Source: an optimization exercise on an open RTL-to-GDS flow (aim: small area and a short achievable clock period). Production flows keep margins and buffers that such runs may drop. Where RTL was checked, it was by simulation tests only, not by an equivalence proof against the original. Power figures rest on the tool's default switching activity, not on a simulated workload.

==> 07-01 <==
==> flow/design.v (excerpt) <==
module fft
(
	input iclk,
	input rst_n,
	input                    ien,
	input [6-1:0] iaddr,
	input [18-1:0]  iReal,
	input [18-1:0]  iImag,
	output                    oen,
	output [6-1:0] oaddr,
	output [18-1:0]  oReal,
	output [18-1:0]  oImag
);
clock: 11.0 ns
lec_check: 0
cap_margin: 20
core_margin: 2
core_utilization: 40
slew_margin: 20
run.sh (not shown) runs the stock make flow with config.mk's settings and CLKGATE_MAP_FILE= SYNTH_SCRIPT=/design/flow/synth_recipe.tcl, a recipe that flattens the netlist after the stock synthesis.
==> 07-25 (differences from 07-01) <==
==> flow/flow/run.sh (new file) <==
#!/bin/bash
# The standard layout (standard.sh) with two changes to how it is made:
# - the port buffers are plain buffers (buf_4) instead of the cell that
#   buffer_ports picks by default;
# - timing repair aims for 7.4 ns of setup slack at the design's 11 ns clock,
#   so that it works on paths the standard margin leaves alone.
set -euo pipefail
export BUFFER_PORTS_ARGS="-buffer_cell sky130_fd_sc_hd__buf_4"
export SETUP_SLACK_MARGIN=7.4
bash standard.sh > standard.log 2>&1
==> flow/standard.sh (new file) <==
#!/bin/bash
# synth_recipe.tcl (not shown) runs the flow's synth.tcl, then flattens the netlist and writes it again
# the make line also repeats each setting of config.mk as NAME=value (left out here)
make -C /OpenROAD-flow-scripts/flow DESIGN_CONFIG=/design/flow/config.mk WORK_HOME=/design/flow/orfs CLKGATE_MAP_FILE= SYNTH_SCRIPT=/design/flow/synth_recipe.tcl "${@:-finish}"
removed: flow/run.sh
==> qor summary <==
quantity	07-01	07-25
Clock tree buffer count of the final layout	455	443
Worst path arrival time	5450 ps	4570 ps
Capture point of the worst reg-to-reg path	tw6.mul.qI_18_3	tw4.mul.odata[7]
WHS	266.1 ps	263.5 ps
Share of cell area taken by multi-input logic gates	45.28%	45.23%
Beginning of the worst hold path	bf6.dl[834]	bf5.dl[459]
Power attributed to the clock group	11.8 mW	11.7 mW
Design Area, Final	170200 sq um	172800 sq um
Worst hold endpoint	bf6.dl[870]	bf5.dl[495]
Share of the core filled with cells	44.62%	45.30%
Length in cells of the worst reg-to-reg path	10	18
Critical path capture point	tw6.mul.qI_18_3	tw4.mul.odata[7]
Maximum fanout count along the critical path	18	5
Reg power frac	34.2%	33.5%
Fill count	35820	35700
Routed WL	399200 um	409000 um
CTS resizes	0	381
Half-perimeter wire length after detailed placement	292300 um	294400 um
Final setup skew	78.27 ps	104.7 ps
Internal power	32.76 mW	33.30 mW
Insertion delay of the later-clocked pin in the worst-skew pair	940 ps	970 ps
Most frequent cell on the critical path	sky130_fd_sc_hd__fa_1	sky130_fd_sc_hd__buf_4
Result of the run	no timing/DRC/antenna violations	no timing/DRC/antenna violations
Clock share of power	22.4%	21.7%
Global-route usage over all layers	20.20%	20.68%
Normalized max-slew margin	21.62%	18.74%

---

==> job 4364: inputs <==
Another version of the RTL of fft (not shown whole).
export LEC_CHECK = 0
export CAP_MARGIN = 20
export CORE_MARGIN = 2
export CORE_UTILIZATION = 60
export CTS_CLUSTER_DIAMETER = 60
export CTS_CLUSTER_SIZE = 26
export SLEW_MARGIN = 20
create_clock -name core_clock -period 11.0 [get_ports {iclk}]
standard.sh (not shown) runs the stock make flow with config.mk's settings and CLKGATE_MAP_FILE= SYNTH_SCRIPT=/design/flow/synth_recipe.tcl, a recipe that flattens the netlist after the stock synthesis.
==> flow/flow/run.sh <==
#!/bin/bash
# The standard layout (standard.sh) with two changes to how it is made:
# - the port buffers are plain buffers (buf_4) instead of the cell that
#   buffer_ports picks by default;
# - timing repair aims for 7.45 ns of setup slack at the design's 11 ns clock,
#   so that it works on paths the standard margin leaves alone.
set -euo pipefail
export BUFFER_PORTS_ARGS="-buffer_cell sky130_fd_sc_hd__buf_4"
export SETUP_SLACK_MARGIN=7.45
bash standard.sh > standard.log 2>&1
==> inputs of job 7529, as changes to job 4364 <==
Settings changed: CORE_UTILIZATION 60 to 70.
==> inputs of job 4325, as changes to job 4364 <==
==> flow/flow/run.sh (replaced) <==
#!/bin/bash
# The standard layout (standard.sh) with two changes to how it is made:
# - the port buffers are plain buffers (buf_4) instead of the cell that
#   buffer_ports picks by default;
# - timing repair aims for 7.52 ns of setup slack at the design's 11 ns clock,
#   so that it works on paths the standard margin leaves alone.
set -euo pipefail
export BUFFER_PORTS_ARGS="-buffer_cell sky130_fd_sc_hd__buf_4"
export SETUP_SLACK_MARGIN=7.52
bash standard.sh > standard.log 2>&1
==> notes <==
Between job 7529 and job 4364, the lower clock skew is in job 4364 (gap 0.022 ns). Job 4364 ran to the end with no violations. Job 4325 went through all stages and came out clean. Job 7529 finished with timing, DRC and antenna clean. Worst setup slack: job 4364 is better than job 7529 (0.15 ns). Via count: job 4364 < job 4325 < job 7529. In job 7529 the clock power is smaller than in job 4325, by about 4%. In flip-flop and latch count, job 7529 and job 4325 do not differ.

---

==> inputs of v29 <==
Another version of the RTL of fft (not shown whole).
// fft
module fft
(
	input iclk,
	input rst_n,
	input                    ien,
	input [6-1:0] iaddr,
	input [18-1:0]  iReal,
	input [18-1:0]  iImag,
	output                    oen,
	output [6-1:0] oaddr,
	output [18-1:0]  oReal,
	output [18-1:0]  oImag
);
==> flow/config.mk <==
export PLATFORM = sky130hd
export DESIGN_NAME = fft
export DESIGN_NICKNAME = fft
export VERILOG_FILES = /design/flow/design.v
export SDC_FILE = /design/flow/constraint.sdc
export NUM_CORES = 4
export LEC_CHECK = 0
export CAP_MARGIN = 20
export CORE_MARGIN = 2
export CORE_UTILIZATION = 60
export CTS_CLUSTER_DIAMETER = 60
export CTS_CLUSTER_SIZE = 26
export SLEW_MARGIN = 20
==> flow/constraint.sdc <==
create_clock -name core_clock -period 11.0 [get_ports {iclk}]
set_input_delay 2.2000 -clock core_clock [delete_from_list [all_inputs] [get_ports {iclk}]]
set_output_delay 2.2000 -clock core_clock [all_outputs]
set_load 0.01 [all_outputs]
==> flow/flow/run.sh <==
#!/bin/bash
# The standard layout (standard.sh) with two changes to how it is made:
# - the port buffers are plain buffers (buf_4) instead of the cell that
#   buffer_ports picks by default;
# - timing repair aims for 7.45 ns of setup slack at the design's 11 ns clock,
#   so that it works on paths the standard margin leaves alone.
set -euo pipefail
export BUFFER_PORTS_ARGS="-buffer_cell sky130_fd_sc_hd__buf_4"
export SETUP_SLACK_MARGIN=7.45
bash standard.sh > standard.log 2>&1
==> inputs of v35, as changes to v29 <==
==> flow/flow/run.sh (replaced) <==
#!/bin/bash
# The standard layout (standard.sh) with two changes to how it is made:
# - the port buffers are plain buffers (buf_4) instead of the cell that
#   buffer_ports picks by default;
# - timing repair aims for 7.6 ns of setup slack at the design's 11 ns clock,
#   so that it works on paths the standard margin leaves alone.
set -euo pipefail
export BUFFER_PORTS_ARGS="-buffer_cell sky130_fd_sc_hd__buf_4"
export SETUP_SLACK_MARGIN=7.6
bash standard.sh > standard.log 2>&1
- CORE_UTILIZATION: 60 -> 40
==> inputs of v17, as changes to v29 <==
- CTS_CLUSTER_DIAMETER: 60 -> 40
- CTS_CLUSTER_SIZE: 26 -> 32
==> flow_summary_export.csv <==
group,metric,value,unit
status,outcome,"complete, no violations",
sta,hold_slack,0.282,ns
floorplanning,die_h,632,um
setup_path,cp_slowest_cell,"dfxtp_2",
setup_path,crit_path_start,"bf1.odata[0]",
setup_path,endpoint_kind,"output pin",
drt,dr.pass1.iters,7,
setup_path,critical_path.top_delay_family,"flip-flops",
worst_hold_path,hp-start,"bf2.dl[0]",
(the above is from v35)
==> flow_summary_export.csv <==
group,metric,value,unit
layout,layout.nonclk_buf_frac,0.0323,
floorplanning,die_h,516,um
sta,hold_slack,0.296,ns
setup_path,cp_slowest_cell,"dfxtp_2",
setup_path,critical_path.top_delay_family,"flip-flops",
status,outcome,"complete, no violations",
drt,dr.pass1.iters,9,
worst_hold_path,hp-start,"bf5.dl[342]",
setup_path,crit_path_start,"bf1.oaddr[0]",
(the above is from v29)
==> flow_summary_export.csv <==
group,metric,value,unit
floorplanning,die_h,516,um
worst_hold_path,hp-start,"bf3.dl[104]",
sta,hold_slack,0.281,ns
setup_path,crit_path_start,"bf3.odata[25]",
status,outcome,"complete, no violations",
setup_path,cp_slowest_cell,"fa_1",
power,powerSeq,19.3,mW
drt,dr.pass1.iters,7,
layout,ff_latch_area,71800,um2
setup_path,critical_path.top_delay_family,"adder cells",
grt,grt_max_degree,81,
cts,htreeDepth,5,
(the above is from v17)
Function was not checked in any run of this note: the RTL went through the layout flow alone.

---

==> 08-14: inputs <==
Another version of the RTL of fft (not shown whole).
==> flow/config.mk <==
export PLATFORM = sky130hd
export DESIGN_NAME = fft
export DESIGN_NICKNAME = fft
export VERILOG_FILES = /design/flow/design.v
export SDC_FILE = /design/flow/constraint.sdc
export NUM_CORES = 4
export LEC_CHECK = 0
export CAP_MARGIN = 20
export CORE_MARGIN = 2
export CORE_UTILIZATION = 60
export CTS_CLUSTER_DIAMETER = 60
export CTS_CLUSTER_SIZE = 26
export SLEW_MARGIN = 20
==> flow/constraint.sdc <==
create_clock -name core_clock -period 11.0 [get_ports {iclk}]
set_input_delay 2.2000 -clock core_clock [delete_from_list [all_inputs] [get_ports {iclk}]]
set_output_delay 2.2000 -clock core_clock [all_outputs]
set_load 0.01 [all_outputs]
==> flow/flow/run.sh <==
#!/bin/bash
# The standard layout (standard.sh) with two changes to how it is made:
# - the port buffers are plain buffers (buf_4) instead of the cell that
#   buffer_ports picks by default;
# - timing repair aims for 7.4 ns of setup slack at the design's 11 ns clock,
#   so that it works on paths the standard margin leaves alone.
set -euo pipefail
export BUFFER_PORTS_ARGS="-buffer_cell sky130_fd_sc_hd__buf_4"
export SETUP_SLACK_MARGIN=7.4
bash standard.sh > standard.log 2>&1
==> inputs of 12-21, as changes to 08-14 <==
--- a/flow/config.mk
+++ b/flow/config.mk
@@ -9,5 +9,5 @@
 export CORE_MARGIN = 2
 export CORE_UTILIZATION = 60
-export CTS_CLUSTER_DIAMETER = 60
-export CTS_CLUSTER_SIZE = 26
+export CTS_CLUSTER_DIAMETER = 40
+export CTS_CLUSTER_SIZE = 32
 export SLEW_MARGIN = 20
==> qor summary <==
|  | 12-21 | 08-14 |
|---|---|---|
| Worst reg-to-reg setup slack | 7.24 ns | 7.26 ns |
| Ant. Diodes | 7 | 9 |
| Switching power as a share of total power | 0.401 | 0.415 |
| Number of gates on the worst path with buffers counted | 16 | 17 |
| Register clock-pin slew on the reported worst setup and hold paths | 0.07 ns | 0.09 ns |
| Count of H-tree levels built during CTS | 5 | 4 |
| Per-cell via count in the routed design | 5.84 | 5.88 |
| Relative slew slack | 0.203 | 0.257 |
| Number of global-route vias before repair | 108915 | 106318 |
| Outcome | no timing/DRC/antenna violations | no timing/DRC/antenna violations |
| Clock distribution power | 13.1 mW | 8.19 mW |
| Count of placed standard cells in the final layout, fillers left out | 18122 | 17750 |
| Area growth from synthesis to final layout | 13.4% | 8.94% |

==> port drivers added, routing unchanged <==
Ports are ideal in the flow. The routed layouts listed here were re-timed in OpenROAD.
Step 1, drivers: a clkbuf_16 drives iclk and a buf_2 each remaining input, both assumed.
Step 2 times the ports against the registers' clock, not the clock port: input delays grow and output delays shrink by t, the midpoint of the rising clock arrivals with the driver on.
Three values: ideal, step 1, step 2; two values: the first two.
| run | shift t [ns] | setup slack, ns | worst setup path at the end | worst data-port slew with drivers (ns) |
|---|---|---|---|---|
| 07-01 | 1.022 | 6.348 / 6.348 / 6.348 | register to register | 0.09 |
| 07-25 | 1.024 | 7.247 / 7.247 / 7.015 | input to register | 0.07 |
| job 4364 | 0.996 | 7.396 / 7.323 / 7.103 | input to register | 0.07 |
| job 7529 | 0.999 | 7.247 / 7.247 / 6.859 | input to register | 0.11 |
| job 4325 | 1.006 | 7.357 / 7.325 / 6.959 | input to register | 0.07 |
| v29 | 1.000 | 7.405 / 7.303 / 7.065 | input to register | 0.08 |
| v35 | 1.072 | 7.337 / 7.221 / 6.817 | input to register | 0.10 |
| v17 | 1.036 | 7.426 / 7.334 / 7.027 | input to register | 0.09 |
| 08-14 | 0.984 | 7.260 / 7.260 / 6.499 | input to register | 0.08 |
| 12-21 | 1.083 | 7.243 / 7.243 / 6.539 | input to register | 0.08 |
After both steps every run listed still meets setup and hold. The setup slack of 08-14, which loses most, moves by 0.000 ns with the drivers and by -0.761 ns with both steps.
